This design comes from an exercise in tuning for small area, a short achievable clock period and few clock cycles per item on the open sky130 flow, not from production work.
Function was checked by simulation only, so behaviour that the tests miss may differ from the original.

==> flow/design.v, too long to show whole: its modules and the start of the top module <==
// module c2_dot5: 779 lines
// module c2_addn: 154 lines
// module c2_fa: 4 lines
// module c2_ha: 4 lines
// module lenet5_conv2: 357 lines
module lenet5_conv2 (
    input          clk               ,
    input          areset            ,
    input          i_run             ,
    output         o_idle            ,
    output         o_run             ,
    output         o_en_err          ,
    output         o_n_ready         ,
    output         o_ot_done         ,
    output         o_ot_valid        ,
    output [0 : 0] o_ot_ox_b_idx     ,
    output [2 : 0] o_ot_ox_t_idx     ,
    output [3 : 0] o_ot_oy_idx       ,
    output [1 : 0] o_ot_och_b_idx    ,
    output [31: 0] o_ot_och_t_otfmap ,
    output [8 : 0] b_o_infmap_addr   ,
    output         b_o_infmap_ce     ,
    output         b_o_infmap_we     ,
    input  [31: 0] b_i_infmap_q      ,
    output [8 : 0] b_o_weight_addr   ,
    output         b_o_weight_ce     ,
    output         b_o_weight_we     ,
    input  [39: 0] b_i_weight_q      ,
    output [3 : 0] b_o_bias_addr     ,
    output         b_o_bias_ce       ,
    output         b_o_bias_we       ,
    input  [15: 0] b_i_bias_q
);
  // ...
==> flow/flow/run.sh <==
#!/bin/bash
# The standard layout (standard.sh: ORFS synthesis to finish, unchanged),
# with a larger setup repair margin so that the resizer works on paths down
# to a 3.5 ns cycle instead of stopping at the 10 ns clock.  The clock and
# constraints are the standard flow's; only the repair target changes.  make's output
# goes to make.log here, each ORFS step's log to orfs/logs/.
set -euo pipefail
bash standard.sh SETUP_SLACK_MARGIN=6.5 finish > make.log 2>&1
==> flow/standard.sh <==
#!/bin/bash
# synth_recipe.tcl (not shown) runs the flow's synth.tcl, then flattens the netlist and writes it again
# the make line also repeats each setting of config.mk as NAME=value (left out here)
make -C /OpenROAD-flow-scripts/flow DESIGN_CONFIG=/design/flow/config.mk WORK_HOME=/design/flow/orfs CLKGATE_MAP_FILE= SYNTH_SCRIPT=/design/flow/synth_recipe.tcl "${@:-finish}"
==> flow/config.mk <==
export PLATFORM = sky130hd
export DESIGN_NAME = lenet5_conv2
export DESIGN_NICKNAME = lenet5_conv2
export VERILOG_FILES = /design/flow/design.v
export SDC_FILE = /design/flow/constraint.sdc
export NUM_CORES = 4
export LEC_CHECK = 0
export CAP_MARGIN = 20
export CORE_MARGIN = 2
export CORE_UTILIZATION = 40
export PLACE_DENSITY = 0.5
export SLEW_MARGIN = 20
export SYNTH_HIERARCHICAL = 1
export SYNTH_MINIMUM_KEEP_SIZE = 0
==> flow/constraint.sdc <==
create_clock -name core_clock -period 10.0 [get_ports {clk}]
set_input_delay 2.0000 -clock core_clock [delete_from_list [all_inputs] [get_ports {clk}]]
set_output_delay 2.0000 -clock core_clock [all_outputs]
set_load 0.01 [all_outputs]
==> run summary, run 1 <==
In the final timing run, aggregate negative setup slack is 0 ns. Clock-pin slew was measured on the worst setup and hold paths at 0.06 ns. The number of H-tree branching levels is 5. The number of antenna violations at the first check in global routing is 54. The path with the worst hold slack has its endpoint at u[8].cs0[22].

By startpoint and endpoint, the worst setup path is classified as reg -> reg. The number of design rule violations left after detail routing came out at 0. The largest fanout on the critical path came out at 4.

At the pin with the least slew margin, the transition time is 1.25 ns. The signal on the critical path passes through fa_2, fa_1, fa_1, ha_4, nand4_1, or3_4, o211ai_4, buf_12, a41oi_2, xnor2_1. The count of instances resized after the clock tree is built is 1039. The detailed router used layers up to and including met5. In the final routed layout, each cell accounts on average for ~38 um. The worst path setup slack after routing is 6.38 ns. The half-perimeter wire length of the detailed placement result is 366000 um.

The vias after detailed routing is 104000. The first global-routing pass estimated 868000 um of wire. The cell group occupying the most layout area is multi-input gates. The data required time of the critical path is ~11 ns. In this run the deepest clock path goes through 4 buffers.

The height of the die came out at a little over 600 um. The family with the most delay on the worst path is adder cells. The number of max-cap violations came out at 0.

The area of all placed cells without fillers is 161000 sq um. Measured on the final layout, the clock distribution area share stands at 5.99%. For this run, the slowest stage of the critical path takes 0.52 ns. The critical path crosses 10 cells after its start point.

The weighted congestion at the end of routability-driven global placement is 0.948. The fraction of cell area in non-clock buffers came out at 6.50%. The worst setup path is launched from a flip-flop. The sum of met3 wire segment lengths after detailed routing is 78500 um. For this design, the CTS-stage hold fixing added 0 buffers. The run finished with no timing, DRC or antenna violations. The met2 capacity usage during global routing is 51.7%.

Clock tree synthesis selected as its root buffer the cell sky130_fd_sc_hd__clkbuf_16. The synthesized area came out at 145000 sq um. At the later pin of the worst-skew pair, clock insertion delay measures 0.95 ns. The met1 global-route usage came out at 40.7%. The post-placement cell area is 141000 sq um. The setup slack of the most critical reg-to-reg path came out at 6.38 ns. The pre-CTS setup slack is 4.86 ns.
Testbench counts, summed over its fixed seeds: cycles 231,312, images 48.
==> module lenet5_conv2, before the edit <==
module lenet5_conv2 (
    input          clk               ,
    input          areset            ,
    input          i_run             ,
    output         o_idle            ,
    output         o_run             ,
    output         o_en_err          ,
    output         o_n_ready         ,
    output         o_ot_done         ,
    output         o_ot_valid        ,
    output [0 : 0] o_ot_ox_b_idx     ,
    output [2 : 0] o_ot_ox_t_idx     ,
    output [3 : 0] o_ot_oy_idx       ,
    output [1 : 0] o_ot_och_b_idx    ,
    output [31: 0] o_ot_och_t_otfmap ,
    output [8 : 0] b_o_infmap_addr   ,
    output         b_o_infmap_ce     ,
    output         b_o_infmap_we     ,
    input  [31: 0] b_i_infmap_q      ,
    output [8 : 0] b_o_weight_addr   ,
    output         b_o_weight_ce     ,
    output         b_o_weight_we     ,
    input  [39: 0] b_i_weight_q      ,
    output [3 : 0] b_o_bias_addr     ,
    output         b_o_bias_ce       ,
    output         b_o_bias_we       ,
    input  [15: 0] b_i_bias_q
);
reg r_run;
reg r_en_err;
reg r_done;
reg r_n_ready;
always @(posedge clk) begin
    if (areset)
        r_run <= 1'b0;
    else if (i_run)
        r_run <= 1'b1;
    else if (r_done)
        r_run <= 1'b0;
end
always @(posedge clk) begin
    if (areset)
        r_en_err <= 1'b0;
    else if (r_run && i_run && !r_done)
        r_en_err <= 1'b1;
end
reg       pf_act;
reg [1:0] pf_j;
reg [2:0] pf_ky;
reg [2:0] pf_c;
reg [1:0] pf_b;
reg [3:0] pf_y;
reg [2:0] st_d;      
reg       wf_act;
reg [1:0] wf_j;
reg [2:0] wf_ky;
reg [2:0] wf_c;
reg [1:0] wf_b;
reg [3:0] wf_y;
wire pf_end = (pf_j == 2'd3) && (pf_ky == 3'd4) && (pf_c == 3'd5) &&
              (pf_b == 2'd3) && (pf_y == 4'd9);
wire wf_end = (wf_j == 2'd3) && (wf_ky == 3'd4) && (wf_c == 3'd5) &&
              (wf_b == 2'd3) && (wf_y == 4'd9);
always @(posedge clk) begin
    if (areset)
        pf_act <= 1'b0;
    else if (i_run)
        pf_act <= 1'b1;
    else if (pf_end)
        pf_act <= 1'b0;
end
always @(posedge clk) begin
    if (i_run || !pf_act) begin
        pf_j <= 2'd0; pf_ky <= 3'd0; pf_c <= 3'd0; pf_b <= 2'd0; pf_y <= 4'd0;
    end else begin
        pf_j <= pf_j + 2'd1;
        if (pf_j == 2'd3) begin
            pf_ky <= (pf_ky == 3'd4) ? 3'd0 : pf_ky + 3'd1;
            if (pf_ky == 3'd4) begin
                pf_c <= (pf_c == 3'd5) ? 3'd0 : pf_c + 3'd1;
                if (pf_c == 3'd5) begin
                    pf_b <= pf_b + 2'd1;
                    if (pf_b == 2'd3)
                        pf_y <= pf_y + 4'd1;
                end
            end
        end
    end
end
always @(posedge clk) begin
    if (areset)
        st_d <= 3'd0;
    else
        st_d <= {st_d[1:0], i_run};
end
always @(posedge clk) begin
    if (areset)
        wf_act <= 1'b0;
    else if (st_d[2])
        wf_act <= 1'b1;
    else if (wf_end)
        wf_act <= 1'b0;
end
always @(posedge clk) begin
    if (st_d[2] || !wf_act) begin
        wf_j <= 2'd0; wf_ky <= 3'd0; wf_c <= 3'd0; wf_b <= 2'd0; wf_y <= 4'd0;
    end else begin
        wf_j <= wf_j + 2'd1;
        if (wf_j == 2'd3) begin
            wf_ky <= (wf_ky == 3'd4) ? 3'd0 : wf_ky + 3'd1;
            if (wf_ky == 3'd4) begin
                wf_c <= (wf_c == 3'd5) ? 3'd0 : wf_c + 3'd1;
                if (wf_c == 3'd5) begin
                    wf_b <= wf_b + 2'd1;
                    if (wf_b == 2'd3)
                        wf_y <= wf_y + 4'd1;
                end
            end
        end
    end
end
wire [3:0] pf_r    = pf_y + {1'b0, pf_ky};
wire [6:0] pf_r7   = {pf_r, 3'b000} - {3'b000, pf_r};
reg [8:0] pa_c;
reg [5:0] pa_r;
reg [8:0] r_i_addr;
reg       pa_ce, r_i_ce;
always @(posedge clk) begin
    pa_c     <= pf_c * 9'd49 + {7'b0, pf_j};
    pa_r     <= pf_r7[6:1];
    r_i_addr <= pa_c + {3'b0, pa_r};
    if (areset) begin
        pa_ce  <= 1'b0;
        r_i_ce <= 1'b0;
    end else begin
        pa_ce  <= pf_act;
        r_i_ce <= pa_ce;
    end
end
wire [3:0] wf_o    = {wf_b, wf_j};
reg [8:0] wa_o;
reg [4:0] wa_ck;
reg [8:0] r_w_addr;
reg       r_w_ce1, r_w_ce;
reg [3:0] r_b_addr;
reg       r_b_ce;
always @(posedge clk) begin
    wa_o      <= wf_o * 9'd30;
    wa_ck     <= wf_c * 5'd5 + {2'b0, wf_ky};
    r_w_addr  <= wa_o + {4'b0, wa_ck};
    r_b_addr  <= wf_o;
    if (areset) begin
        r_w_ce1 <= 1'b0;
        r_w_ce  <= 1'b0;
        r_b_ce  <= 1'b0;
    end else begin
        r_w_ce1 <= wf_act;
        r_w_ce  <= r_w_ce1;
        r_b_ce  <= wf_act && (wf_c == 3'd0) && (wf_ky == 3'd0);
    end
end
assign b_o_infmap_addr = r_i_addr;
assign b_o_infmap_ce   = r_i_ce;
assign b_o_infmap_we   = 1'b0;
assign b_o_weight_addr = r_w_addr;
assign b_o_weight_ce   = r_w_ce;
assign b_o_weight_we   = 1'b0;
assign b_o_bias_addr   = r_b_addr;
assign b_o_bias_ce     = r_b_ce;
assign b_o_bias_we     = 1'b0;
reg [31:0] stg0, stg1, stg2;
always @(posedge clk) begin
    stg0 <= b_i_infmap_q;
    stg1 <= stg0;
    stg2 <= stg1;
end
reg [2:0] rl_d;      
reg [2:0] ro_d;      
always @(posedge clk) begin
    if (areset)
        rl_d <= 3'd0;
    else
        rl_d <= {rl_d[1:0], pf_act && (pf_j == 2'd3)};
    ro_d <= {ro_d[1:0], pf_r[0]};
end
reg  [111:0] row_r;
wire [127:0] row_w = {b_i_infmap_q, stg0, stg1, stg2};
always @(posedge clk) begin
    if (rl_d[2])
        row_r <= ro_d[2] ? row_w[127:16] : row_w[111:0];
end
reg [19:0] bo_one, bo_two, bo_neg, bo_negb;
reg [15:0] bias_r;
reg [8:0]  bo_nsum;      
integer t, k;
reg b2, b1, b0;
always @(posedge clk) begin
    for (t = 0; t < 5; t = t + 1) begin
        for (k = 0; k < 4; k = k + 1) begin
            b2 = b_i_weight_q[8*t + 2*k + 1];
            b1 = b_i_weight_q[8*t + 2*k];
            b0 = (k == 0) ? 1'b0 : b_i_weight_q[8*t + 2*k - 1];
            bo_one[t*4+k] <= b1 ^ b0;
            bo_two[t*4+k] <= (b2 & ~b1 & ~b0) | (~b2 & b1 & b0);
            bo_neg[t*4+k] <= b2;
            bo_negb[t*4+k] <= ~b2;
        end
    end
    bias_r <= b_i_bias_q;
    bo_nsum <= {2'b0, b_i_weight_q[ 7], 1'b0, b_i_weight_q[ 5], 1'b0, b_i_weight_q[ 3], 1'b0, b_i_weight_q[ 1]}
             + {2'b0, b_i_weight_q[15], 1'b0, b_i_weight_q[13], 1'b0, b_i_weight_q[11], 1'b0, b_i_weight_q[ 9]}
             + {2'b0, b_i_weight_q[23], 1'b0, b_i_weight_q[21], 1'b0, b_i_weight_q[19], 1'b0, b_i_weight_q[17]}
             + {2'b0, b_i_weight_q[31], 1'b0, b_i_weight_q[29], 1'b0, b_i_weight_q[27], 1'b0, b_i_weight_q[25]}
             + {2'b0, b_i_weight_q[39], 1'b0, b_i_weight_q[37], 1'b0, b_i_weight_q[35], 1'b0, b_i_weight_q[33]};
end
reg [2:0] cf_d;      
reg [3:0] cl_d;      
reg [1:0] cj_d0, cj_d1, cj_d2, cj_d3;
always @(posedge clk) begin
    cf_d  <= {cf_d[1:0], (wf_c == 3'd0) && (wf_ky == 3'd0)};
    cj_d0 <= wf_j;
    cj_d1 <= cj_d0;
    cj_d2 <= cj_d1;
    cj_d3 <= cj_d2;
    if (areset)
        cl_d <= 4'd0;
    else
        cl_d <= {cl_d[2:0], wf_act && (wf_c == 3'd5) && (wf_ky == 3'd4)};
end
wire       c_first_m1 = cf_d[2];
wire       c_last     = cl_d[3];
wire [1:0] c_j        = cj_d3;
reg       cap_last_d1, cap_last_d2;
reg [1:0] cap_j_d1, cap_j_d2;
always @(posedge clk) begin
    if (areset) begin
        cap_last_d1 <= 1'b0;
        cap_last_d2 <= 1'b0;
    end else begin
        cap_last_d1 <= c_last;
        cap_last_d2 <= cap_last_d1;
    end
    cap_j_d1 <= c_j;
    cap_j_d2 <= cap_j_d1;
end
localparam [22:0] INIT_K = 23'd5124864;
wire [22:0] init_v = {{7{bias_r[15]}}, bias_r} + INIT_K;
wire [6:0]  q_x [0:9];      
genvar gx;
generate
for (gx = 0; gx < 10; gx = gx + 1) begin : u
    reg  [22:0] cs0, cs1, cs2, cs3, cs4, acc_a, acc_b, acc_c;
    wire [22:0] t0, t1, t2, t3, t4, t_sum;
    c2_dot5 u_t (
        .p0 (row_r[8*gx      +: 8]),
        .p1 (row_r[8*gx +  8 +: 8]),
        .p2 (row_r[8*gx + 16 +: 8]),
        .p3 (row_r[8*gx + 24 +: 8]),
        .p4 (row_r[8*gx + 32 +: 8]),
        .one (bo_one), .two (bo_two), .neg (bo_neg), .negb (bo_negb),
        .nsum (bo_nsum),
        .acc_in (acc_c),
        .r0 (t0), .r1 (t1), .r2 (t2), .r3 (t3), .r4 (t4)
    );
    c2_addn u_a (
        .r0 (cs0), .r1 (cs1), .r2 (cs2), .r3 (cs3), .r4 (cs4),
        .s  (t_sum)
    );
    always @(posedge clk) begin
        cs0   <= t0;
        cs1   <= t1 & 23'h00ffff;
        cs2   <= t2 & 23'h00ffff;
        cs3   <= t3 & 23'h00ffff;
        cs4   <= t4 & 23'h007fff;
        acc_a <= t_sum;
        acc_b <= acc_a;
        acc_c <= c_first_m1 ? init_v : acc_b;
    end
    assign q_x[gx] = acc_a[22] ? 7'd0 :
                     (|acc_a[21:16]) ? 7'd127 : acc_a[15:9];
end
endgenerate
reg [6:0] ln0 [0:9];
reg [6:0] ln1 [0:9];
reg [6:0] ln2 [0:9];
reg [6:0] ln3 [0:9];
reg [6:0] d0a, d0b, d0c, d1a, d1b, d2a;
wire cap0 = cap_last_d2 && (cap_j_d2 == 2'd0);
wire cap1 = cap_last_d2 && (cap_j_d2 == 2'd1);
wire cap2 = cap_last_d2 && (cap_j_d2 == 2'd2);
wire cap3 = cap_last_d2 && (cap_j_d2 == 2'd3);
integer x;
always @(posedge clk) begin
    for (x = 0; x < 10; x = x + 1) begin
        ln0[x] <= (cap0 || x == 9) ? q_x[x] : ln0[(x + 1) % 10];
        ln1[x] <= (cap1 || x == 9) ? q_x[x] : ln1[(x + 1) % 10];
        ln2[x] <= (cap2 || x == 9) ? q_x[x] : ln2[(x + 1) % 10];
        ln3[x] <= (cap3 || x == 9) ? q_x[x] : ln3[(x + 1) % 10];
    end
    d0a <= ln0[0]; d0b <= d0a; d0c <= d0b;
    d1a <= ln1[0]; d1b <= d1a;
    d2a <= ln2[0];
end
reg       r_valid;
reg [3:0] e_cnt;
reg       e_oxb;
reg [2:0] e_oxt;
reg [1:0] e_b;
reg [3:0] e_y;
wire e_act      = (e_cnt != 4'd15);
wire e_lasttile = (e_b == 2'd3) && (e_y == 4'd9);
always @(posedge clk) begin
    if (areset) begin
        r_valid   <= 1'b0;
        e_cnt     <= 4'd15;
        e_oxb     <= 1'b0;
        e_oxt     <= 3'd0;
        e_b       <= 2'd0;
        e_y       <= 4'd0;
        r_done    <= 1'b0;
        r_n_ready <= 1'b0;
    end else begin
        r_done    <= e_act && (e_cnt == 4'd8) && e_lasttile;
        r_n_ready <= e_act && (e_cnt == 4'd7) && e_lasttile;
        r_valid   <= cap3 || (e_act && (e_cnt != 4'd9));
        if (cap3) begin
            e_cnt   <= 4'd0;
            e_oxb   <= 1'b0;
            e_oxt   <= 3'd0;
        end else if (e_act) begin
            e_cnt <= (e_cnt == 4'd9) ? 4'd15 : e_cnt + 4'd1;
            e_oxt <= (e_oxt == 3'd4) ? 3'd0 : e_oxt + 3'd1;
            if (e_oxt == 3'd4)
                e_oxb <= ~e_oxb;
        end
        if (i_run) begin
            e_b <= 2'd0;
            e_y <= 4'd0;
        end else if (e_act && (e_cnt == 4'd9)) begin
            e_b <= e_b + 2'd1;
            if (e_b == 2'd3)
                e_y <= e_y + 4'd1;
        end
    end
end
assign o_idle            = ~r_run;
assign o_run             = r_run;
assign o_en_err          = r_en_err;
assign o_n_ready         = r_n_ready;
assign o_ot_done         = r_done;
assign o_ot_valid        = r_valid;
assign o_ot_ox_b_idx     = e_oxb;
assign o_ot_ox_t_idx     = e_oxt;
assign o_ot_oy_idx       = e_y;
assign o_ot_och_b_idx    = e_b;
assign o_ot_och_t_otfmap = {1'b0, ln3[0], 1'b0, d2a, 1'b0, d1b, 1'b0, d0c};
endmodule
==> run 2, diff against run 1 <==
--- a/flow/design.v
+++ b/flow/design.v
@@ -1,12 +1,11 @@
 module c2_dot5 (
     input  [7:0]  p0, p1, p2, p3, p4,
     input  [19:0] one, two, neg, negb,
-    input  [8:0]  nsum,
     input  [22:0] acc_in,
     output [22:0] r0,
     output [22:0] r1,
     output [22:0] r2,
     output [22:0] r3,
     output [22:0] r4
 );
 wire pp1;
@@ -188,50 +187,50 @@
 wire pp177;
 wire pp178;
 wire pp179;
 wire pp180;
 wire fs181;
 wire fc182;
 wire fs184;
 wire fc185;
-wire hs187;
-wire hc188;
+wire fs187;
+wire fc188;
 wire fs190;
 wire fc191;
 wire fs193;
 wire fc194;
 wire fs196;
 wire fc197;
 wire fs199;
 wire fc200;
-wire hs202;
-wire hc203;
+wire fs202;
+wire fc203;
 wire fs205;
 wire fc206;
 wire fs208;
 wire fc209;
 wire fs211;
 wire fc212;
-wire fs214;
-wire fc215;
+wire hs214;
+wire hc215;
 wire fs217;
 wire fc218;
 wire fs220;
 wire fc221;
 wire fs223;
 wire fc224;
 wire fs226;
 wire fc227;
 wire fs229;
 wire fc230;
 wire fs232;
 wire fc233;
-wire fs235;
-wire fc236;
+wire hs235;
+wire hc236;
 wire fs238;
 wire fc239;
 wire fs241;
 wire fc242;
 wire fs244;
 wire fc245;
 wire fs247;
 wire fc248;
@@ -244,42 +243,42 @@
 wire fs259;
 wire fc260;
 wire fs262;
 wire fc263;
 wire fs265;
 wire fc266;
 wire fs268;
 wire fc269;
-wire fs271;
-wire fc272;
+wire hs271;
+wire hc272;
 wire fs274;
 wire fc275;
 wire fs277;
 wire fc278;
-wire hs280;
-wire hc281;
+wire fs280;
+wire fc281;
 wire fs283;
 wire fc284;
 wire fs286;
 wire fc287;
 wire fs289;
 wire fc290;
 wire fs292;
 wire fc293;
 wire fs295;
 wire fc296;
 wire fs298;
 wire fc299;
 wire fs301;
 wire fc302;
 wire fs304;
 wire fc305;
-wire fs307;
-wire fc308;
+wire hs307;
+wire hc308;
 wire fs310;
 wire fc311;
 wire fs313;
 wire fc314;
 wire fs316;
 wire fc317;
 wire fs319;
 wire fc320;
@@ -302,26 +301,26 @@
 wire fs346;
 wire fc347;
 wire fs349;
 wire fc350;
 wire fs352;
 wire fc353;
 wire fs355;
 wire fc356;
-wire fs358;
-wire fc359;
+wire hs358;
+wire hc359;
 wire fs361;
 wire fc362;
 wire fs364;
 wire fc365;
 wire fs367;
 wire fc368;
-wire hs370;
-wire hc371;
+wire fs370;
+wire fc371;
 wire fs373;
 wire fc374;
 wire fs376;
 wire fc377;
 wire fs379;
 wire fc380;
 wire fs382;
 wire fc383;
@@ -336,26 +335,26 @@
 wire fs397;
 wire fc398;
 wire fs400;
 wire fc401;
 wire fs403;
 wire fc404;
 wire fs406;
 wire fc407;
-wire fs409;
-wire fc410;
+wire hs409;
+wire hc410;
 wire fs412;
 wire fc413;
 wire fs415;
 wire fc416;
 wire fs418;
 wire fc419;
-wire hs421;
-wire hc422;
+wire fs421;
+wire fc422;
 wire fs424;
 wire fc425;
 wire fs427;
 wire fc428;
 wire fs430;
 wire fc431;
 wire fs433;
 wire fc434;
@@ -370,18 +369,18 @@
 wire fs448;
 wire fc449;
 wire fs451;
 wire fc452;
 wire fs454;
 wire fc455;
 wire fs457;
 wire fc458;
-wire fs460;
-wire fc461;
+wire hs460;
+wire hc461;
 wire fs463;
 wire fc464;
 wire fs466;
 wire fc467;
 wire fs469;
 wire fc470;
 wire fs472;
 wire fc473;
@@ -398,18 +397,18 @@
 wire fs490;
 wire fc491;
 wire fs493;
 wire fc494;
 wire fs496;
 wire fc497;
 wire fs499;
 wire fc500;
-wire hs502;
-wire hc503;
+wire fs502;
+wire fc503;
 wire fs505;
 wire fc506;
 wire fs508;
 wire fc509;
 wire fs511;
 wire fc512;
 wire fs514;
 wire fc515;
@@ -418,24 +417,24 @@
 wire fs520;
 wire fc521;
 wire fs523;
 wire fc524;
 wire fs526;
 wire fc527;
 wire fs529;
 wire fc530;
-wire hs532;
-wire hc533;
+wire fs532;
+wire fc533;
 wire fs535;
 wire fc536;
 wire fs538;
 wire fc539;
-wire fs541;
-wire fc542;
+wire hs541;
+wire hc542;
 wire fs544;
 wire fc545;
 wire fs547;
 wire fc548;
 wire fs550;
 wire fc551;
 wire fs553;
 wire fc554;
@@ -452,16 +451,42 @@
 wire hs571;
 wire hc572;
 wire fs574;
 wire fc575;
 wire fs577;
 wire fc578;
 wire fs580;
 wire fc581;
+wire fs583;
+wire fc584;
+wire fs586;
+wire fc587;
+wire fs589;
+wire fc590;
+wire fs592;
+wire fc593;
+wire fs595;
+wire fc596;
+wire fs598;
+wire fc599;
+wire fs601;
+wire fc602;
+wire fs604;
+wire fc605;
+wire fs607;
+wire fc608;
+wire hs610;
+wire hc611;
+wire fs613;
+wire fc614;
+wire fs616;
+wire fc617;
+wire fs619;
+wire fc620;
 assign pp1 = (one[0] & p0[0]) ^ neg[0];
 assign pp2 = ((one[0] & p0[1]) | (two[0] & p0[0])) ^ neg[0];
 assign pp3 = ((one[0] & p0[2]) | (two[0] & p0[1])) ^ neg[0];
 assign pp4 = ((one[0] & p0[3]) | (two[0] & p0[2])) ^ neg[0];
 assign pp5 = ((one[0] & p0[4]) | (two[0] & p0[3])) ^ neg[0];
 assign pp6 = ((one[0] & p0[5]) | (two[0] & p0[4])) ^ neg[0];
 assign pp7 = ((one[0] & p0[6]) | (two[0] & p0[5])) ^ neg[0];
 assign pp8 = ((one[0] & p0[7]) | (two[0] & p0[6])) ^ neg[0];
@@ -632,155 +657,168 @@
 assign pp173 = ((one[19] & p4[1]) | (two[19] & p4[0])) ^ neg[19];
 assign pp174 = ((one[19] & p4[2]) | (two[19] & p4[1])) ^ neg[19];
 assign pp175 = ((one[19] & p4[3]) | (two[19] & p4[2])) ^ neg[19];
 assign pp176 = ((one[19] & p4[4]) | (two[19] & p4[3])) ^ neg[19];
 assign pp177 = ((one[19] & p4[5]) | (two[19] & p4[4])) ^ neg[19];
 assign pp178 = ((one[19] & p4[6]) | (two[19] & p4[5])) ^ neg[19];
 assign pp179 = ((one[19] & p4[7]) | (two[19] & p4[6])) ^ neg[19];
 assign pp180 = ((one[19] & p4[7]) | (two[19] & p4[7])) ^ negb[19];
-c2_fa f183 (.a(nsum[0]), .b(acc_in[0]), .c(pp1), .s(fs181), .co(fc182));
-c2_fa f186 (.a(nsum[1]), .b(acc_in[1]), .c(pp2), .s(fs184), .co(fc185));
-c2_ha h189 (.a(pp38), .b(pp74), .s(hs187), .co(hc188));
-c2_fa f192 (.a(nsum[2]), .b(acc_in[2]), .c(pp3), .s(fs190), .co(fc191));
-c2_fa f195 (.a(pp10), .b(pp39), .c(pp46), .s(fs193), .co(fc194));
-c2_fa f198 (.a(pp75), .b(pp82), .c(pp111), .s(fs196), .co(fc197));
-c2_fa f201 (.a(pp118), .b(pp147), .c(pp154), .s(fs199), .co(fc200));
-c2_ha h204 (.a(hc188), .b(fc185), .s(hs202), .co(hc203));
-c2_fa f207 (.a(nsum[3]), .b(acc_in[3]), .c(pp4), .s(fs205), .co(fc206));
-c2_fa f210 (.a(pp11), .b(pp40), .c(pp47), .s(fs208), .co(fc209));
-c2_fa f213 (.a(pp76), .b(pp83), .c(pp112), .s(fs211), .co(fc212));
-c2_fa f216 (.a(pp119), .b(pp148), .c(pp155), .s(fs214), .co(fc215));
-c2_fa f219 (.a(fc191), .b(fc194), .c(fc197), .s(fs217), .co(fc218));
-c2_fa f222 (.a(fc200), .b(fs205), .c(fs208), .s(fs220), .co(fc221));
-c2_fa f225 (.a(nsum[4]), .b(acc_in[4]), .c(pp5), .s(fs223), .co(fc224));
-c2_fa f228 (.a(pp12), .b(pp19), .c(pp41), .s(fs226), .co(fc227));
-c2_fa f231 (.a(pp48), .b(pp55), .c(pp77), .s(fs229), .co(fc230));
-c2_fa f234 (.a(pp84), .b(pp91), .c(pp113), .s(fs232), .co(fc233));
-c2_fa f237 (.a(pp120), .b(pp127), .c(pp149), .s(fs235), .co(fc236));
-c2_fa f240 (.a(pp156), .b(pp163), .c(fc206), .s(fs238), .co(fc239));
-c2_fa f243 (.a(fc209), .b(fc212), .c(fc215), .s(fs241), .co(fc242));
-c2_fa f246 (.a(fs223), .b(fs226), .c(fs229), .s(fs244), .co(fc245));
-c2_fa f249 (.a(fs232), .b(fs235), .c(fc218), .s(fs247), .co(fc248));
-c2_fa f252 (.a(nsum[5]), .b(acc_in[5]), .c(pp6), .s(fs250), .co(fc251));
-c2_fa f255 (.a(pp13), .b(pp20), .c(pp42), .s(fs253), .co(fc254));
-c2_fa f258 (.a(pp49), .b(pp56), .c(pp78), .s(fs256), .co(fc257));
-c2_fa f261 (.a(pp85), .b(pp92), .c(pp114), .s(fs259), .co(fc260));
-c2_fa f264 (.a(pp121), .b(pp128), .c(pp150), .s(fs262), .co(fc263));
-c2_fa f267 (.a(pp157), .b(pp164), .c(fc224), .s(fs265), .co(fc266));
-c2_fa f270 (.a(fc227), .b(fc230), .c(fc233), .s(fs268), .co(fc269));
-c2_fa f273 (.a(fc236), .b(fs250), .c(fs253), .s(fs271), .co(fc272));
-c2_fa f276 (.a(fs256), .b(fs259), .c(fs262), .s(fs274), .co(fc275));
-c2_fa f279 (.a(fc239), .b(fc242), .c(fc245), .s(fs277), .co(fc278));
-c2_ha h282 (.a(fs265), .b(fs268), .s(hs280), .co(hc281));
-c2_fa f285 (.a(nsum[6]), .b(acc_in[6]), .c(pp7), .s(fs283), .co(fc284));
-c2_fa f288 (.a(pp14), .b(pp21), .c(pp28), .s(fs286), .co(fc287));
-c2_fa f291 (.a(pp43), .b(pp50), .c(pp57), .s(fs289), .co(fc290));
-c2_fa f294 (.a(pp64), .b(pp79), .c(pp86), .s(fs292), .co(fc293));
-c2_fa f297 (.a(pp93), .b(pp100), .c(pp115), .s(fs295), .co(fc296));
-c2_fa f300 (.a(pp122), .b(pp129), .c(pp136), .s(fs298), .co(fc299));
-c2_fa f303 (.a(pp151), .b(pp158), .c(pp165), .s(fs301), .co(fc302));
-c2_fa f306 (.a(pp172), .b(fc251), .c(fc254), .s(fs304), .co(fc305));
-c2_fa f309 (.a(fc257), .b(fc260), .c(fc263), .s(fs307), .co(fc308));
-c2_fa f312 (.a(fs283), .b(fs286), .c(fs289), .s(fs310), .co(fc311));
-c2_fa f315 (.a(fs292), .b(fs295), .c(fs298), .s(fs313), .co(fc314));
-c2_fa f318 (.a(fs301), .b(fc266), .c(fc269), .s(fs316), .co(fc317));
-c2_fa f321 (.a(fc272), .b(fc275), .c(fs304), .s(fs319), .co(fc320));
-c2_fa f324 (.a(fs307), .b(fs310), .c(fs313), .s(fs322), .co(fc323));
-c2_fa f327 (.a(nsum[7]), .b(acc_in[7]), .c(pp8), .s(fs325), .co(fc326));
-c2_fa f330 (.a(pp15), .b(pp22), .c(pp29), .s(fs328), .co(fc329));
-c2_fa f333 (.a(pp44), .b(pp51), .c(pp58), .s(fs331), .co(fc332));
-c2_fa f336 (.a(pp65), .b(pp80), .c(pp87), .s(fs334), .co(fc335));
-c2_fa f339 (.a(pp94), .b(pp101), .c(pp116), .s(fs337), .co(fc338));
-c2_fa f342 (.a(pp123), .b(pp130), .c(pp137), .s(fs340), .co(fc341));
-c2_fa f345 (.a(pp152), .b(pp159), .c(pp166), .s(fs343), .co(fc344));
-c2_fa f348 (.a(pp173), .b(fc284), .c(fc287), .s(fs346), .co(fc347));
-c2_fa f351 (.a(fc290), .b(fc293), .c(fc296), .s(fs349), .co(fc350));
-c2_fa f354 (.a(fc299), .b(fc302), .c(fs325), .s(fs352), .co(fc353));
-c2_fa f357 (.a(fs328), .b(fs331), .c(fs334), .s(fs355), .co(fc356));
-c2_fa f360 (.a(fs337), .b(fs340), .c(fs343), .s(fs358), .co(fc359));
-c2_fa f363 (.a(fc305), .b(fc308), .c(fc311), .s(fs361), .co(fc362));
-c2_fa f366 (.a(fc314), .b(fs346), .c(fs349), .s(fs364), .co(fc365));
-c2_fa f369 (.a(fs352), .b(fs355), .c(fs358), .s(fs367), .co(fc368));
-c2_ha h372 (.a(fc317), .b(fc320), .s(hs370), .co(hc371));
-c2_fa f375 (.a(nsum[8]), .b(acc_in[8]), .c(pp9), .s(fs373), .co(fc374));
-c2_fa f378 (.a(pp16), .b(pp23), .c(pp30), .s(fs376), .co(fc377));
-c2_fa f381 (.a(pp45), .b(pp52), .c(pp59), .s(fs379), .co(fc380));
-c2_fa f384 (.a(pp66), .b(pp81), .c(pp88), .s(fs382), .co(fc383));
-c2_fa f387 (.a(pp95), .b(pp102), .c(pp117), .s(fs385), .co(fc386));
-c2_fa f390 (.a(pp124), .b(pp131), .c(pp138), .s(fs388), .co(fc389));
-c2_fa f393 (.a(pp153), .b(pp160), .c(pp167), .s(fs391), .co(fc392));
-c2_fa f396 (.a(pp174), .b(fc326), .c(fc329), .s(fs394), .co(fc395));
-c2_fa f399 (.a(fc332), .b(fc335), .c(fc338), .s(fs397), .co(fc398));
-c2_fa f402 (.a(fc341), .b(fc344), .c(fs373), .s(fs400), .co(fc401));
-c2_fa f405 (.a(fs376), .b(fs379), .c(fs382), .s(fs403), .co(fc404));
-c2_fa f408 (.a(fs385), .b(fs388), .c(fs391), .s(fs406), .co(fc407));
-c2_fa f411 (.a(fc347), .b(fc350), .c(fc353), .s(fs409), .co(fc410));
-c2_fa f414 (.a(fc356), .b(fc359), .c(fs394), .s(fs412), .co(fc413));
-c2_fa f417 (.a(fs397), .b(fs400), .c(fs403), .s(fs415), .co(fc416));
-c2_fa f420 (.a(fs406), .b(fc362), .c(fc365), .s(fs418), .co(fc419));
-c2_ha h423 (.a(fc368), .b(fs409), .s(hs421), .co(hc422));
-c2_fa f426 (.a(acc_in[9]), .b(pp17), .c(pp24), .s(fs424), .co(fc425));
-c2_fa f429 (.a(pp31), .b(pp53), .c(pp60), .s(fs427), .co(fc428));
-c2_fa f432 (.a(pp67), .b(pp89), .c(pp96), .s(fs430), .co(fc431));
-c2_fa f435 (.a(pp103), .b(pp125), .c(pp132), .s(fs433), .co(fc434));
-c2_fa f438 (.a(pp139), .b(pp161), .c(pp168), .s(fs436), .co(fc437));
-c2_fa f441 (.a(pp175), .b(fc374), .c(fc377), .s(fs439), .co(fc440));
-c2_fa f444 (.a(fc380), .b(fc383), .c(fc386), .s(fs442), .co(fc443));
-c2_fa f447 (.a(fc389), .b(fc392), .c(fs424), .s(fs445), .co(fc446));
-c2_fa f450 (.a(fs427), .b(fs430), .c(fs433), .s(fs448), .co(fc449));
-c2_fa f453 (.a(fs436), .b(fc395), .c(fc398), .s(fs451), .co(fc452));
-c2_fa f456 (.a(fc401), .b(fc404), .c(fc407), .s(fs454), .co(fc455));
-c2_fa f459 (.a(fs439), .b(fs442), .c(fs445), .s(fs457), .co(fc458));
-c2_fa f462 (.a(fs448), .b(fc410), .c(fc413), .s(fs460), .co(fc461));
-c2_fa f465 (.a(fs451), .b(fc416), .c(fs454), .s(fs463), .co(fc464));
-c2_fa f468 (.a(acc_in[10]), .b(pp18), .c(pp25), .s(fs466), .co(fc467));
-c2_fa f471 (.a(pp32), .b(pp54), .c(pp61), .s(fs469), .co(fc470));
-c2_fa f474 (.a(pp68), .b(pp90), .c(pp97), .s(fs472), .co(fc473));
-c2_fa f477 (.a(pp104), .b(pp126), .c(pp133), .s(fs475), .co(fc476));
-c2_fa f480 (.a(pp140), .b(pp162), .c(pp169), .s(fs478), .co(fc479));
-c2_fa f483 (.a(pp176), .b(fc425), .c(fc428), .s(fs481), .co(fc482));
-c2_fa f486 (.a(fc431), .b(fc434), .c(fc437), .s(fs484), .co(fc485));
+c2_fa f183 (.a(neg[0]), .b(neg[4]), .c(neg[8]), .s(fs181), .co(fc182));
+c2_fa f186 (.a(neg[12]), .b(neg[16]), .c(acc_in[0]), .s(fs184), .co(fc185));
+c2_fa f189 (.a(pp1), .b(pp37), .c(pp73), .s(fs187), .co(fc188));
+c2_fa f192 (.a(acc_in[1]), .b(pp2), .c(pp38), .s(fs190), .co(fc191));
+c2_fa f195 (.a(pp74), .b(pp110), .c(pp146), .s(fs193), .co(fc194));
+c2_fa f198 (.a(neg[1]), .b(neg[5]), .c(neg[9]), .s(fs196), .co(fc197));
+c2_fa f201 (.a(neg[13]), .b(neg[17]), .c(acc_in[2]), .s(fs199), .co(fc200));
+c2_fa f204 (.a(pp3), .b(pp10), .c(pp39), .s(fs202), .co(fc203));
+c2_fa f207 (.a(pp46), .b(pp75), .c(pp82), .s(fs205), .co(fc206));
+c2_fa f210 (.a(pp111), .b(pp118), .c(pp147), .s(fs208), .co(fc209));
+c2_fa f213 (.a(pp154), .b(fs196), .c(fs199), .s(fs211), .co(fc212));
+c2_ha h216 (.a(fc191), .b(fc194), .s(hs214), .co(hc215));
+c2_fa f219 (.a(acc_in[3]), .b(pp4), .c(pp11), .s(fs217), .co(fc218));
+c2_fa f222 (.a(pp40), .b(pp47), .c(pp76), .s(fs220), .co(fc221));
+c2_fa f225 (.a(pp83), .b(pp112), .c(pp119), .s(fs223), .co(fc224));
+c2_fa f228 (.a(pp148), .b(pp155), .c(fc197), .s(fs226), .co(fc227));
+c2_fa f231 (.a(fc200), .b(fc203), .c(fc206), .s(fs229), .co(fc230));
+c2_fa f234 (.a(fc209), .b(fs217), .c(fs220), .s(fs232), .co(fc233));
+c2_ha h237 (.a(fs223), .b(hc215), .s(hs235), .co(hc236));
+c2_fa f240 (.a(neg[2]), .b(neg[6]), .c(neg[10]), .s(fs238), .co(fc239));
+c2_fa f243 (.a(neg[14]), .b(neg[18]), .c(acc_in[4]), .s(fs241), .co(fc242));
+c2_fa f246 (.a(pp5), .b(pp12), .c(pp19), .s(fs244), .co(fc245));
+c2_fa f249 (.a(pp41), .b(pp48), .c(pp55), .s(fs247), .co(fc248));
+c2_fa f252 (.a(pp77), .b(pp84), .c(pp91), .s(fs250), .co(fc251));
+c2_fa f255 (.a(pp113), .b(pp120), .c(pp127), .s(fs253), .co(fc254));
+c2_fa f258 (.a(pp149), .b(pp156), .c(pp163), .s(fs256), .co(fc257));
+c2_fa f261 (.a(fs238), .b(fs241), .c(fc218), .s(fs259), .co(fc260));
+c2_fa f264 (.a(fc221), .b(fc224), .c(fs244), .s(fs262), .co(fc263));
+c2_fa f267 (.a(fs247), .b(fs250), .c(fs253), .s(fs265), .co(fc266));
+c2_fa f270 (.a(fs256), .b(fc227), .c(hc236), .s(fs268), .co(fc269));
+c2_ha h273 (.a(fc230), .b(fc233), .s(hs271), .co(hc272));
+c2_fa f276 (.a(acc_in[5]), .b(pp6), .c(pp13), .s(fs274), .co(fc275));
+c2_fa f279 (.a(pp20), .b(pp42), .c(pp49), .s(fs277), .co(fc278));
+c2_fa f282 (.a(pp56), .b(pp78), .c(pp85), .s(fs280), .co(fc281));
+c2_fa f285 (.a(pp92), .b(pp114), .c(pp121), .s(fs283), .co(fc284));
+c2_fa f288 (.a(pp128), .b(pp150), .c(pp157), .s(fs286), .co(fc287));
+c2_fa f291 (.a(pp164), .b(fc239), .c(fc242), .s(fs289), .co(fc290));
+c2_fa f294 (.a(fc245), .b(fc248), .c(fc251), .s(fs292), .co(fc293));
+c2_fa f297 (.a(fc254), .b(fc257), .c(fs274), .s(fs295), .co(fc296));
+c2_fa f300 (.a(fs277), .b(fs280), .c(fs283), .s(fs298), .co(fc299));
+c2_fa f303 (.a(fs286), .b(fs289), .c(fc260), .s(fs301), .co(fc302));
+c2_fa f306 (.a(fc263), .b(fc266), .c(fs292), .s(fs304), .co(fc305));
+c2_ha h309 (.a(fs295), .b(fs298), .s(hs307), .co(hc308));
+c2_fa f312 (.a(neg[3]), .b(neg[7]), .c(neg[11]), .s(fs310), .co(fc311));
+c2_fa f315 (.a(neg[15]), .b(neg[19]), .c(acc_in[6]), .s(fs313), .co(fc314));
+c2_fa f318 (.a(pp7), .b(pp14), .c(pp21), .s(fs316), .co(fc317));
+c2_fa f321 (.a(pp28), .b(pp43), .c(pp50), .s(fs319), .co(fc320));
+c2_fa f324 (.a(pp57), .b(pp64), .c(pp79), .s(fs322), .co(fc323));
+c2_fa f327 (.a(pp86), .b(pp93), .c(pp100), .s(fs325), .co(fc326));
+c2_fa f330 (.a(pp115), .b(pp122), .c(pp129), .s(fs328), .co(fc329));
+c2_fa f333 (.a(pp136), .b(pp151), .c(pp158), .s(fs331), .co(fc332));
+c2_fa f336 (.a(pp165), .b(pp172), .c(fs310), .s(fs334), .co(fc335));
+c2_fa f339 (.a(fs313), .b(fc275), .c(fc278), .s(fs337), .co(fc338));
+c2_fa f342 (.a(fc281), .b(fc284), .c(fc287), .s(fs340), .co(fc341));
+c2_fa f345 (.a(fs316), .b(fs319), .c(fs322), .s(fs343), .co(fc344));
+c2_fa f348 (.a(fs325), .b(fs328), .c(fs331), .s(fs346), .co(fc347));
+c2_fa f351 (.a(fc290), .b(fs334), .c(fc293), .s(fs349), .co(fc350));
+c2_fa f354 (.a(fc296), .b(fc299), .c(fs337), .s(fs352), .co(fc353));
+c2_fa f357 (.a(fs340), .b(fs343), .c(fs346), .s(fs355), .co(fc356));
+c2_ha h360 (.a(hc308), .b(fc302), .s(hs358), .co(hc359));
+c2_fa f363 (.a(acc_in[7]), .b(pp8), .c(pp15), .s(fs361), .co(fc362));
+c2_fa f366 (.a(pp22), .b(pp29), .c(pp44), .s(fs364), .co(fc365));
+c2_fa f369 (.a(pp51), .b(pp58), .c(pp65), .s(fs367), .co(fc368));
+c2_fa f372 (.a(pp80), .b(pp87), .c(pp94), .s(fs370), .co(fc371));
+c2_fa f375 (.a(pp101), .b(pp116), .c(pp123), .s(fs373), .co(fc374));
+c2_fa f378 (.a(pp130), .b(pp137), .c(pp152), .s(fs376), .co(fc377));
+c2_fa f381 (.a(pp159), .b(pp166), .c(pp173), .s(fs379), .co(fc380));
+c2_fa f384 (.a(fc311), .b(fc314), .c(fc317), .s(fs382), .co(fc383));
+c2_fa f387 (.a(fc320), .b(fc323), .c(fc326), .s(fs385), .co(fc386));
+c2_fa f390 (.a(fc329), .b(fc332), .c(fs361), .s(fs388), .co(fc389));
+c2_fa f393 (.a(fs364), .b(fs367), .c(fs370), .s(fs391), .co(fc392));
+c2_fa f396 (.a(fs373), .b(fs376), .c(fs379), .s(fs394), .co(fc395));
+c2_fa f399 (.a(fc335), .b(fc338), .c(fc341), .s(fs397), .co(fc398));
+c2_fa f402 (.a(fc344), .b(fc347), .c(fs382), .s(fs400), .co(fc401));
+c2_fa f405 (.a(fs385), .b(fs388), .c(fs391), .s(fs403), .co(fc404));
+c2_fa f408 (.a(fs394), .b(fc350), .c(fc353), .s(fs406), .co(fc407));
+c2_ha h411 (.a(fs397), .b(fc356), .s(hs409), .co(hc410));
+c2_fa f414 (.a(acc_in[8]), .b(pp9), .c(pp16), .s(fs412), .co(fc413));
+c2_fa f417 (.a(pp23), .b(pp30), .c(pp45), .s(fs415), .co(fc416));
+c2_fa f420 (.a(pp52), .b(pp59), .c(pp66), .s(fs418), .co(fc419));
+c2_fa f423 (.a(pp81), .b(pp88), .c(pp95), .s(fs421), .co(fc422));
+c2_fa f426 (.a(pp102), .b(pp117), .c(pp124), .s(fs424), .co(fc425));
+c2_fa f429 (.a(pp131), .b(pp138), .c(pp153), .s(fs427), .co(fc428));
+c2_fa f432 (.a(pp160), .b(pp167), .c(pp174), .s(fs430), .co(fc431));
+c2_fa f435 (.a(fc362), .b(fc365), .c(fc368), .s(fs433), .co(fc434));
+c2_fa f438 (.a(fc371), .b(fc374), .c(fc377), .s(fs436), .co(fc437));
+c2_fa f441 (.a(fc380), .b(fs412), .c(fs415), .s(fs439), .co(fc440));
+c2_fa f444 (.a(fs418), .b(fs421), .c(fs424), .s(fs442), .co(fc443));
+c2_fa f447 (.a(fs427), .b(fs430), .c(fc383), .s(fs445), .co(fc446));
+c2_fa f450 (.a(fc386), .b(fc389), .c(fc392), .s(fs448), .co(fc449));
+c2_fa f453 (.a(fc395), .b(fs433), .c(fs436), .s(fs451), .co(fc452));
+c2_fa f456 (.a(fs439), .b(fs442), .c(fc398), .s(fs454), .co(fc455));
+c2_fa f459 (.a(fc401), .b(fs445), .c(fc404), .s(fs457), .co(fc458));
+c2_ha h462 (.a(fs448), .b(fs451), .s(hs460), .co(hc461));
+c2_fa f465 (.a(acc_in[9]), .b(pp17), .c(pp24), .s(fs463), .co(fc464));
+c2_fa f468 (.a(pp31), .b(pp53), .c(pp60), .s(fs466), .co(fc467));
+c2_fa f471 (.a(pp67), .b(pp89), .c(pp96), .s(fs469), .co(fc470));
+c2_fa f474 (.a(pp103), .b(pp125), .c(pp132), .s(fs472), .co(fc473));
+c2_fa f477 (.a(pp139), .b(pp161), .c(pp168), .s(fs475), .co(fc476));
+c2_fa f480 (.a(pp175), .b(fc413), .c(fc416), .s(fs478), .co(fc479));
+c2_fa f483 (.a(fc419), .b(fc422), .c(fc425), .s(fs481), .co(fc482));
+c2_fa f486 (.a(fc428), .b(fc431), .c(fs463), .s(fs484), .co(fc485));
 c2_fa f489 (.a(fs466), .b(fs469), .c(fs472), .s(fs487), .co(fc488));
-c2_fa f492 (.a(fs475), .b(fs478), .c(fc440), .s(fs490), .co(fc491));
-c2_fa f495 (.a(fc443), .b(fc446), .c(fc449), .s(fs493), .co(fc494));
+c2_fa f492 (.a(fs475), .b(fc434), .c(fc437), .s(fs490), .co(fc491));
+c2_fa f495 (.a(fc440), .b(fc443), .c(fs478), .s(fs493), .co(fc494));
 c2_fa f498 (.a(fs481), .b(fs484), .c(fs487), .s(fs496), .co(fc497));
-c2_fa f501 (.a(fc452), .b(fc455), .c(fs490), .s(fs499), .co(fc500));
-c2_ha h504 (.a(fc458), .b(fs493), .s(hs502), .co(hc503));
-c2_fa f507 (.a(acc_in[11]), .b(pp26), .c(pp33), .s(fs505), .co(fc506));
-c2_fa f510 (.a(pp62), .b(pp69), .c(pp98), .s(fs508), .co(fc509));
-c2_fa f513 (.a(pp105), .b(pp134), .c(pp141), .s(fs511), .co(fc512));
-c2_fa f516 (.a(pp170), .b(pp177), .c(fc467), .s(fs514), .co(fc515));
-c2_fa f519 (.a(fc470), .b(fc473), .c(fc476), .s(fs517), .co(fc518));
-c2_fa f522 (.a(fc479), .b(fs505), .c(fs508), .s(fs520), .co(fc521));
-c2_fa f525 (.a(fs511), .b(fc482), .c(fc485), .s(fs523), .co(fc524));
-c2_fa f528 (.a(fc488), .b(fs514), .c(fs517), .s(fs526), .co(fc527));
-c2_fa f531 (.a(fs520), .b(fc491), .c(fc494), .s(fs529), .co(fc530));
-c2_ha h534 (.a(fs523), .b(fc497), .s(hs532), .co(hc533));
-c2_fa f537 (.a(acc_in[12]), .b(pp27), .c(pp34), .s(fs535), .co(fc536));
-c2_fa f540 (.a(pp63), .b(pp70), .c(pp99), .s(fs538), .co(fc539));
-c2_fa f543 (.a(pp106), .b(pp135), .c(pp142), .s(fs541), .co(fc542));
-c2_fa f546 (.a(pp171), .b(pp178), .c(fc506), .s(fs544), .co(fc545));
-c2_fa f549 (.a(fc509), .b(fc512), .c(fs535), .s(fs547), .co(fc548));
-c2_fa f552 (.a(fs538), .b(fs541), .c(fc515), .s(fs550), .co(fc551));
-c2_fa f555 (.a(fc518), .b(fc521), .c(fs544), .s(fs553), .co(fc554));
-c2_fa f558 (.a(fs547), .b(fc524), .c(fc527), .s(fs556), .co(fc557));
-c2_fa f561 (.a(acc_in[13]), .b(pp35), .c(pp71), .s(fs559), .co(fc560));
-c2_fa f564 (.a(pp107), .b(pp143), .c(pp179), .s(fs562), .co(fc563));
-c2_fa f567 (.a(fc536), .b(fc539), .c(fc542), .s(fs565), .co(fc566));
-c2_fa f570 (.a(fs559), .b(fs562), .c(fc545), .s(fs568), .co(fc569));
-c2_ha h573 (.a(fc548), .b(fs565), .s(hs571), .co(hc572));
-c2_fa f576 (.a(acc_in[14]), .b(pp36), .c(pp72), .s(fs574), .co(fc575));
-c2_fa f579 (.a(pp108), .b(pp144), .c(pp180), .s(fs577), .co(fc578));
-c2_fa f582 (.a(fc560), .b(fc563), .c(fs574), .s(fs580), .co(fc581));
-assign r0 = {acc_in[22], acc_in[21], acc_in[20], acc_in[19], acc_in[18], acc_in[17], acc_in[16], acc_in[15], fs577, fc551, fs550, fs526, fs496, fs457, fs412, fc323, hc281, fs271, fc221, fs211, fs190, pp110, pp37};
-assign r1 = {1'b0, 1'b0, 1'b0, 1'b0, 1'b0, 1'b0, 1'b0, fc575, fc566, fc554, fs553, hc503, fc461, hc422, fs415, fs361, fc278, fs274, fs238, fs214, fs193, pp146, pp73};
-assign r2 = {1'b0, 1'b0, 1'b0, 1'b0, 1'b0, 1'b0, 1'b0, fc578, hc572, fs568, hc533, fc500, fc464, fc419, hc371, fs364, fs316, fc248, fs241, hc203, fs196, fc182, pp109};
-assign r3 = {1'b0, 1'b0, 1'b0, 1'b0, 1'b0, 1'b0, 1'b0, fc581, fc569, fc557, fc530, fs529, fs499, fs460, fs418, fs367, fs319, fs277, fs244, fs217, fs199, fs184, pp145};
-assign r4 = {1'b0, 1'b0, 1'b0, 1'b0, 1'b0, 1'b0, 1'b0, 1'b0, fs580, hs571, fs556, hs532, hs502, fs463, hs421, hs370, fs322, hs280, fs247, fs220, hs202, hs187, fs181};
+c2_fa f501 (.a(fc446), .b(fc449), .c(fc452), .s(fs499), .co(fc500));
+c2_fa f504 (.a(fs490), .b(fs493), .c(fs496), .s(fs502), .co(fc503));
+c2_fa f507 (.a(acc_in[10]), .b(pp18), .c(pp25), .s(fs505), .co(fc506));
+c2_fa f510 (.a(pp32), .b(pp54), .c(pp61), .s(fs508), .co(fc509));
+c2_fa f513 (.a(pp68), .b(pp90), .c(pp97), .s(fs511), .co(fc512));
+c2_fa f516 (.a(pp104), .b(pp126), .c(pp133), .s(fs514), .co(fc515));
+c2_fa f519 (.a(pp140), .b(pp162), .c(pp169), .s(fs517), .co(fc518));
+c2_fa f522 (.a(pp176), .b(fc464), .c(fc467), .s(fs520), .co(fc521));
+c2_fa f525 (.a(fc470), .b(fc473), .c(fc476), .s(fs523), .co(fc524));
+c2_fa f528 (.a(fs505), .b(fs508), .c(fs511), .s(fs526), .co(fc527));
+c2_fa f531 (.a(fs514), .b(fs517), .c(fc479), .s(fs529), .co(fc530));
+c2_fa f534 (.a(fc482), .b(fc485), .c(fc488), .s(fs532), .co(fc533));
+c2_fa f537 (.a(fs520), .b(fs523), .c(fs526), .s(fs535), .co(fc536));
+c2_fa f540 (.a(fc491), .b(fc494), .c(fs529), .s(fs538), .co(fc539));
+c2_ha h543 (.a(fc497), .b(fs532), .s(hs541), .co(hc542));
+c2_fa f546 (.a(acc_in[11]), .b(pp26), .c(pp33), .s(fs544), .co(fc545));
+c2_fa f549 (.a(pp62), .b(pp69), .c(pp98), .s(fs547), .co(fc548));
+c2_fa f552 (.a(pp105), .b(pp134), .c(pp141), .s(fs550), .co(fc551));
+c2_fa f555 (.a(pp170), .b(pp177), .c(fc506), .s(fs553), .co(fc554));
+c2_fa f558 (.a(fc509), .b(fc512), .c(fc515), .s(fs556), .co(fc557));
+c2_fa f561 (.a(fc518), .b(fs544), .c(fs547), .s(fs559), .co(fc560));
+c2_fa f564 (.a(fs550), .b(fc521), .c(fc524), .s(fs562), .co(fc563));
+c2_fa f567 (.a(fc527), .b(fs553), .c(fs556), .s(fs565), .co(fc566));
+c2_fa f570 (.a(fs559), .b(fc530), .c(fc533), .s(fs568), .co(fc569));
+c2_ha h573 (.a(fs562), .b(fc536), .s(hs571), .co(hc572));
+c2_fa f576 (.a(acc_in[12]), .b(pp27), .c(pp34), .s(fs574), .co(fc575));
+c2_fa f579 (.a(pp63), .b(pp70), .c(pp99), .s(fs577), .co(fc578));
+c2_fa f582 (.a(pp106), .b(pp135), .c(pp142), .s(fs580), .co(fc581));
+c2_fa f585 (.a(pp171), .b(pp178), .c(fc545), .s(fs583), .co(fc584));
+c2_fa f588 (.a(fc548), .b(fc551), .c(fs574), .s(fs586), .co(fc587));
+c2_fa f591 (.a(fs577), .b(fs580), .c(fc554), .s(fs589), .co(fc590));
+c2_fa f594 (.a(fc557), .b(fc560), .c(fs583), .s(fs592), .co(fc593));
+c2_fa f597 (.a(fs586), .b(fc563), .c(fc566), .s(fs595), .co(fc596));
+c2_fa f600 (.a(acc_in[13]), .b(pp35), .c(pp71), .s(fs598), .co(fc599));
+c2_fa f603 (.a(pp107), .b(pp143), .c(pp179), .s(fs601), .co(fc602));
+c2_fa f606 (.a(fc575), .b(fc578), .c(fc581), .s(fs604), .co(fc605));
+c2_fa f609 (.a(fs598), .b(fs601), .c(fc584), .s(fs607), .co(fc608));
+c2_ha h612 (.a(fc587), .b(fs604), .s(hs610), .co(hc611));
+c2_fa f615 (.a(acc_in[14]), .b(pp36), .c(pp72), .s(fs613), .co(fc614));
+c2_fa f618 (.a(pp108), .b(pp144), .c(pp180), .s(fs616), .co(fc617));
+c2_fa f621 (.a(fc599), .b(fc602), .c(fs613), .s(fs619), .co(fc620));
+assign r0 = {acc_in[22], acc_in[21], acc_in[20], acc_in[19], acc_in[18], acc_in[17], acc_in[16], acc_in[15], fs616, fc590, fs589, fs565, fs535, hc461, hc410, fs400, fc305, hc272, fs259, fc212, fs202, fc182, pp109};
+assign r1 = {1'b0, 1'b0, 1'b0, 1'b0, 1'b0, 1'b0, 1'b0, fc614, fc605, fc593, fs592, hc542, fc500, fc455, fc407, fs403, fs349, fc269, fs262, fs226, fs205, fc185, pp145};
+assign r2 = {1'b0, 1'b0, 1'b0, 1'b0, 1'b0, 1'b0, 1'b0, fc617, hc611, fs607, hc572, fc539, fs538, fc458, fs454, hc359, fs352, fs301, fs265, fs229, fs208, fc188, fs181};
+assign r3 = {1'b0, 1'b0, 1'b0, 1'b0, 1'b0, 1'b0, 1'b0, fc620, fc608, fc596, fc569, fs568, fc503, fs499, fs457, fs406, fs355, fs304, fs268, fs232, fs211, fs190, fs184};
+assign r4 = {1'b0, 1'b0, 1'b0, 1'b0, 1'b0, 1'b0, 1'b0, 1'b0, fs619, hs610, fs595, hs571, hs541, fs502, hs460, hs409, hs358, hs307, hs271, hs235, hs214, fs193, fs187};
 endmodule
 module c2_addn (
     input  [22:0] r0,
     input  [22:0] r1,
     input  [22:0] r2,
     input  [22:0] r3,
     input  [22:0] r4,
     output [22:0] s
@@ -1128,37 +1166,31 @@
 reg  [111:0] row_r;
 wire [127:0] row_w = {b_i_infmap_q, stg0, stg1, stg2};
 always @(posedge clk) begin
     if (rl_d[2])
         row_r <= ro_d[2] ? row_w[127:16] : row_w[111:0];
 end
 reg [19:0] bo_one, bo_two, bo_neg, bo_negb;
 reg [15:0] bias_r;
-reg [8:0]  bo_nsum;      
 integer t, k;
 reg b2, b1, b0;
 always @(posedge clk) begin
     for (t = 0; t < 5; t = t + 1) begin
         for (k = 0; k < 4; k = k + 1) begin
             b2 = b_i_weight_q[8*t + 2*k + 1];
             b1 = b_i_weight_q[8*t + 2*k];
             b0 = (k == 0) ? 1'b0 : b_i_weight_q[8*t + 2*k - 1];
             bo_one[t*4+k] <= b1 ^ b0;
             bo_two[t*4+k] <= (b2 & ~b1 & ~b0) | (~b2 & b1 & b0);
             bo_neg[t*4+k] <= b2;
             bo_negb[t*4+k] <= ~b2;
         end
     end
     bias_r <= b_i_bias_q;
-    bo_nsum <= {2'b0, b_i_weight_q[ 7], 1'b0, b_i_weight_q[ 5], 1'b0, b_i_weight_q[ 3], 1'b0, b_i_weight_q[ 1]}
-             + {2'b0, b_i_weight_q[15], 1'b0, b_i_weight_q[13], 1'b0, b_i_weight_q[11], 1'b0, b_i_weight_q[ 9]}
-             + {2'b0, b_i_weight_q[23], 1'b0, b_i_weight_q[21], 1'b0, b_i_weight_q[19], 1'b0, b_i_weight_q[17]}
-             + {2'b0, b_i_weight_q[31], 1'b0, b_i_weight_q[29], 1'b0, b_i_weight_q[27], 1'b0, b_i_weight_q[25]}
-             + {2'b0, b_i_weight_q[39], 1'b0, b_i_weight_q[37], 1'b0, b_i_weight_q[35], 1'b0, b_i_weight_q[33]};
 end
 reg [2:0] cf_d;      
 reg [3:0] cl_d;      
 reg [1:0] cj_d0, cj_d1, cj_d2, cj_d3;
 always @(posedge clk) begin
     cf_d  <= {cf_d[1:0], (wf_c == 3'd0) && (wf_ky == 3'd0)};
     cj_d0 <= wf_j;
     cj_d1 <= cj_d0;
@@ -1195,17 +1227,16 @@
     wire [22:0] t0, t1, t2, t3, t4, t_sum;
     c2_dot5 u_t (
         .p0 (row_r[8*gx      +: 8]),
         .p1 (row_r[8*gx +  8 +: 8]),
         .p2 (row_r[8*gx + 16 +: 8]),
         .p3 (row_r[8*gx + 24 +: 8]),
         .p4 (row_r[8*gx + 32 +: 8]),
         .one (bo_one), .two (bo_two), .neg (bo_neg), .negb (bo_negb),
-        .nsum (bo_nsum),
         .acc_in (acc_c),
         .r0 (t0), .r1 (t1), .r2 (t2), .r3 (t3), .r4 (t4)
     );
     c2_addn u_a (
         .r0 (cs0), .r1 (cs1), .r2 (cs2), .r3 (cs3), .r4 (cs4),
         .s  (t_sum)
     );
     always @(posedge clk) begin
==> flow/config.mk (replaced) <==
export PLATFORM = sky130hd
export DESIGN_NAME = lenet5_conv2
export DESIGN_NICKNAME = lenet5_conv2
export VERILOG_FILES = /design/flow/design.v
export SDC_FILE = /design/flow/constraint.sdc
export NUM_CORES = 4
export LEC_CHECK = 0
export CAP_MARGIN = 20
export CORE_MARGIN = 2
export CORE_UTILIZATION = 45
export CTS_CLUSTER_DIAMETER = 80
export CTS_CLUSTER_SIZE = 20
export PLACE_DENSITY = 0.6
export SLEW_MARGIN = 20
export SYNTH_HIERARCHICAL = 1
export SYNTH_MINIMUM_KEEP_SIZE = 0
==> run summary, run 2 <==
The worst min-delay path category is reg -> reg (unchanged). The row count is 210 (was 221). The area of the core came out at 327000 sq um (was 362000 sq um).

The number of antenna violations at the first check in global routing came to 54 (unchanged). The first-pass GRT wire length is 866000 um (was 868000 um). The number of buffers inserted during clock tree synthesis came out at 165 (was 277).

The synthesized area came out at 147000 sq um (was 145000 sq um). The CTS root buffer is sky130_fd_sc_hd__clkbuf_16 (unchanged). The routed via count divided by cell count came out at 6.57 (was 6.15). The setup TNS came out at 0 ns (unchanged).

The via count of the first global-routing pass came out at 111000 (was 108000). The data required time of the critical path is 10.85 ns (was 10.78 ns). The startpoint kind of the worst setup timing path is a flip-flop (unchanged).

The clock tree buffer depth is 4 (unchanged). The delay contributed by the slowest stage of the critical path is 0.58 ns (was 0.52 ns). The critical path data arrival time was 4.58 ns (was 4.40 ns).

The instance count of the mapped netlist came out at 12800 (was 12700). The hold buffer count at cts came out at 0 (unchanged). The maximum clock frequency was 0.269 GHz (was 0.276 GHz).

The count of final max-slew check failures is 0 (unchanged). The number of nets still failing antenna checks after routing is 0 (unchanged). The number of H-tree branching levels is 4 (was 5).

The area enclosed by the die boundary is 332000 sq um (was 369000 sq um). The final-report setup violation count is 0 (unchanged). The detail-routed net length per standard cell was 38.8 um (was 38.2 um). The clock transition at the registers of the reported paths was 0.08 ns (was 0.06 ns). The starting DRC count in detailed routing came to 16600 (was 13600). The height of the die is 576 um (was 607 um). The slowest cell on the critical path was sky130_fd_sc_hd__fa_1 (unchanged).

Most frequent cells in the layout: sky130_fd_sc_hd__dfxtp_1, sky130_fd_sc_hd__xnor2_1, sky130_fd_sc_hd__fa_1 (unchanged). The smallest hold slack came out at 0.309 ns (was 0.279 ns). The ratio of final minimum period to clock period was 37.2% (was 36.2%).

The vias after detailed routing is 107000 (was 104000). The insertion delay of the later-clocked pin in the worst-skew pair came out at 0.98 ns (was 0.95 ns). The share of layout cells above drive strength 1 came out at 15.7% (was 16.9%).

The horizontal die dimension is 576 um (was 607 um). The initial core utilization came out at 45.1% (was 40.2%). CP cell instances: fa_2, fa_1, fa_1, ha_4, nand4_1, or3_4, o211ai_4, buf_12, a41oi_2, xnor2_1 (unchanged). The total of fill cells in the finished design was 28600 (was 33000).

The number of max-cap violations is 0 (unchanged). The net count reported at finish came out at 14100 (was 14000). RSZ-0062 raised after global routing: true (unchanged). The dominant cell type by count on the critical path is sky130_fd_sc_hd__fa_1 (unchanged). The average size of a mapped cell came out at 11.5 sq um (about the same). The largest clock skew in the final design came out at 0.0865 ns (was 0.0692 ns). The sink count of the clock tree is 2286 (was 2295). The tightest slew margin relative to the limit is 13.1% (was 16.8%). The start-to-end type of the worst setup path is reg -> reg (unchanged).

The synthesis-to-layout area growth came to 7.15% (was 10.5%). The final wirelength is 633000 um (was 645000 um). The transition time of the tightest slew-check pin was 1.30 ns (was 1.25 ns). The number of top-level pins came out at 167 (unchanged).

The largest fanout on the critical path came out at 5 (was 4). The shortest clock period the worst path allows after layout was 3.72 ns (was 3.62 ns). The number of design rule violations left after detail routing came to 0 (unchanged). The category of the worst setup path capture point was a flip-flop (unchanged). The TritonCTS clock tree is yes (unchanged). The global routing usage summed across all routing layers came to 37.4% (was 34.2%). The most common cell after layout, fill and taps aside is sky130_fd_sc_hd__dfxtp_1 (unchanged). The number of detailed-route iterations in the first pass is 10 (unchanged). The half-perimeter wire length of the detailed placement result is 355000 um (was 366000 um).

The total grt overflow came out at 0 (unchanged). The number of hold violations in the final report is 0 (unchanged).

The total of warnings raised by yosys was 11 (unchanged). The weighted congestion at the end of routability-driven global placement came out at 1.00 (was 0.948). Run status: complete, no violations (unchanged). The largest net degree at the start of global routing was 87 (was 108). The number of input and output port buffers inserted is 159 (unchanged).
run 2: what timing repair did:
action                     CTS  global route
pin swaps                  146           251
setup endpoints to repair  747           228
gates resized for setup    954           438
gates cloned                10             9
setup buffers              273           120
run 2: per-layer routing:
| metal | vias up | wire (um) | GRT usage [%] |
|---|---|---|---|
| met3 | 3701 | 90400 | 15.8 |
| met4 | 25 | 68600 | 31.6 |
| li1 | 39800 | - | - |
| met1 | 53700 | 211000 | 42.5 |
| met2 | 10000 | 262000 | 54.1 |
| met5 | - | 607 | 0.832 |
run 2: final cells by class:
class / instances / area [sq um] / share of cell area [%]
multi-input cells: 8271 / 88500 / 56.1
flip-flops and latches: 2286 / 47200 / 29.9
repair buffers: 818 / 10100 / 6.43
well taps: 4346 / 5440 / 3.44
clock buffers: 201 / 4420 / 2.80
inverters: 270 / 1010 / 0.642
clock inverters: 72 / 952 / 0.603
diodes: 53 / 133 / 0.0840
run 2: final timing paths:
kind / start / endpoint / slack (ns) / cells past startpoint
setup / recovery: u[8].cs2[8] / u[8].acc_a[19] / 6.28 / 10
hold / removal: u[7].acc_c[21] / u[7].cs0[21] / 0.31 / 0
setup reg to reg: u[8].cs2[8] / u[8].acc_a[19] / 6.28 / 10
hold reg to reg: u[7].acc_c[21] / u[7].cs0[21] / 0.31 / 0
run 2: critical path: cells and delay by family (launching register included):
kind	cells	cell delay [ns]
fa+ha+maj	4	1.81
simple gates	2	0.80
flops	1	0.33
compound gates	2	0.28
xor+xnor	1	0.22
buf+inv	1	0.16
run 2: stage by stage:
stage	instance area (sq um)	utilization [%]	instances	setup WS (ns)
6_report	158000	48.3	16300	6.28
5_1_grt	158000	48.3	16300	6.30
4_1_cts	155000	47.4	16100	6.42
3_5_place_dp	142000	43.6	15600	5.37
3_3_place_gp	142000	43.5	15600	5.36
2_1_floorplan	147000	-	12800	6.54
Testbench counts of run 2, summed over its fixed seeds: cycles 231,312, images 48.

-- separate check: timing with driven ports --
The results above use ideal ports. As a check the final layouts listed here were re-extracted and re-timed, cells and wires unchanged. Step 1 assumes that a clkbuf_16 drives the clock port and a buf_2 every other input. Step 2 times the ports against the registers' clock, not the clock port: input delays grow and output delays shrink by t, the midpoint of the rising clock arrivals with the driver on. Three values: ideal, step 1, step 2; two values: the first two.
| run | t, ns | setup slack, ns | latest minus earliest clock arrival (ns) | worst register clock-pin slew, ns |
|---|---|---|---|---|
| run 1 | 1.035 | 6.377 / 6.377 / 5.584 | 0.080 / 0.080 | 0.07 / 0.07 |
| run 2 | 1.044 | 6.276 / 6.276 / 6.135 | 0.105 / 0.105 | 0.09 / 0.09 |
After both steps setup and hold are still met in every run listed. For run 1, which loses most, drivers alone change the setup slack by 0.000 ns; drivers and shift together by -0.793 ns.
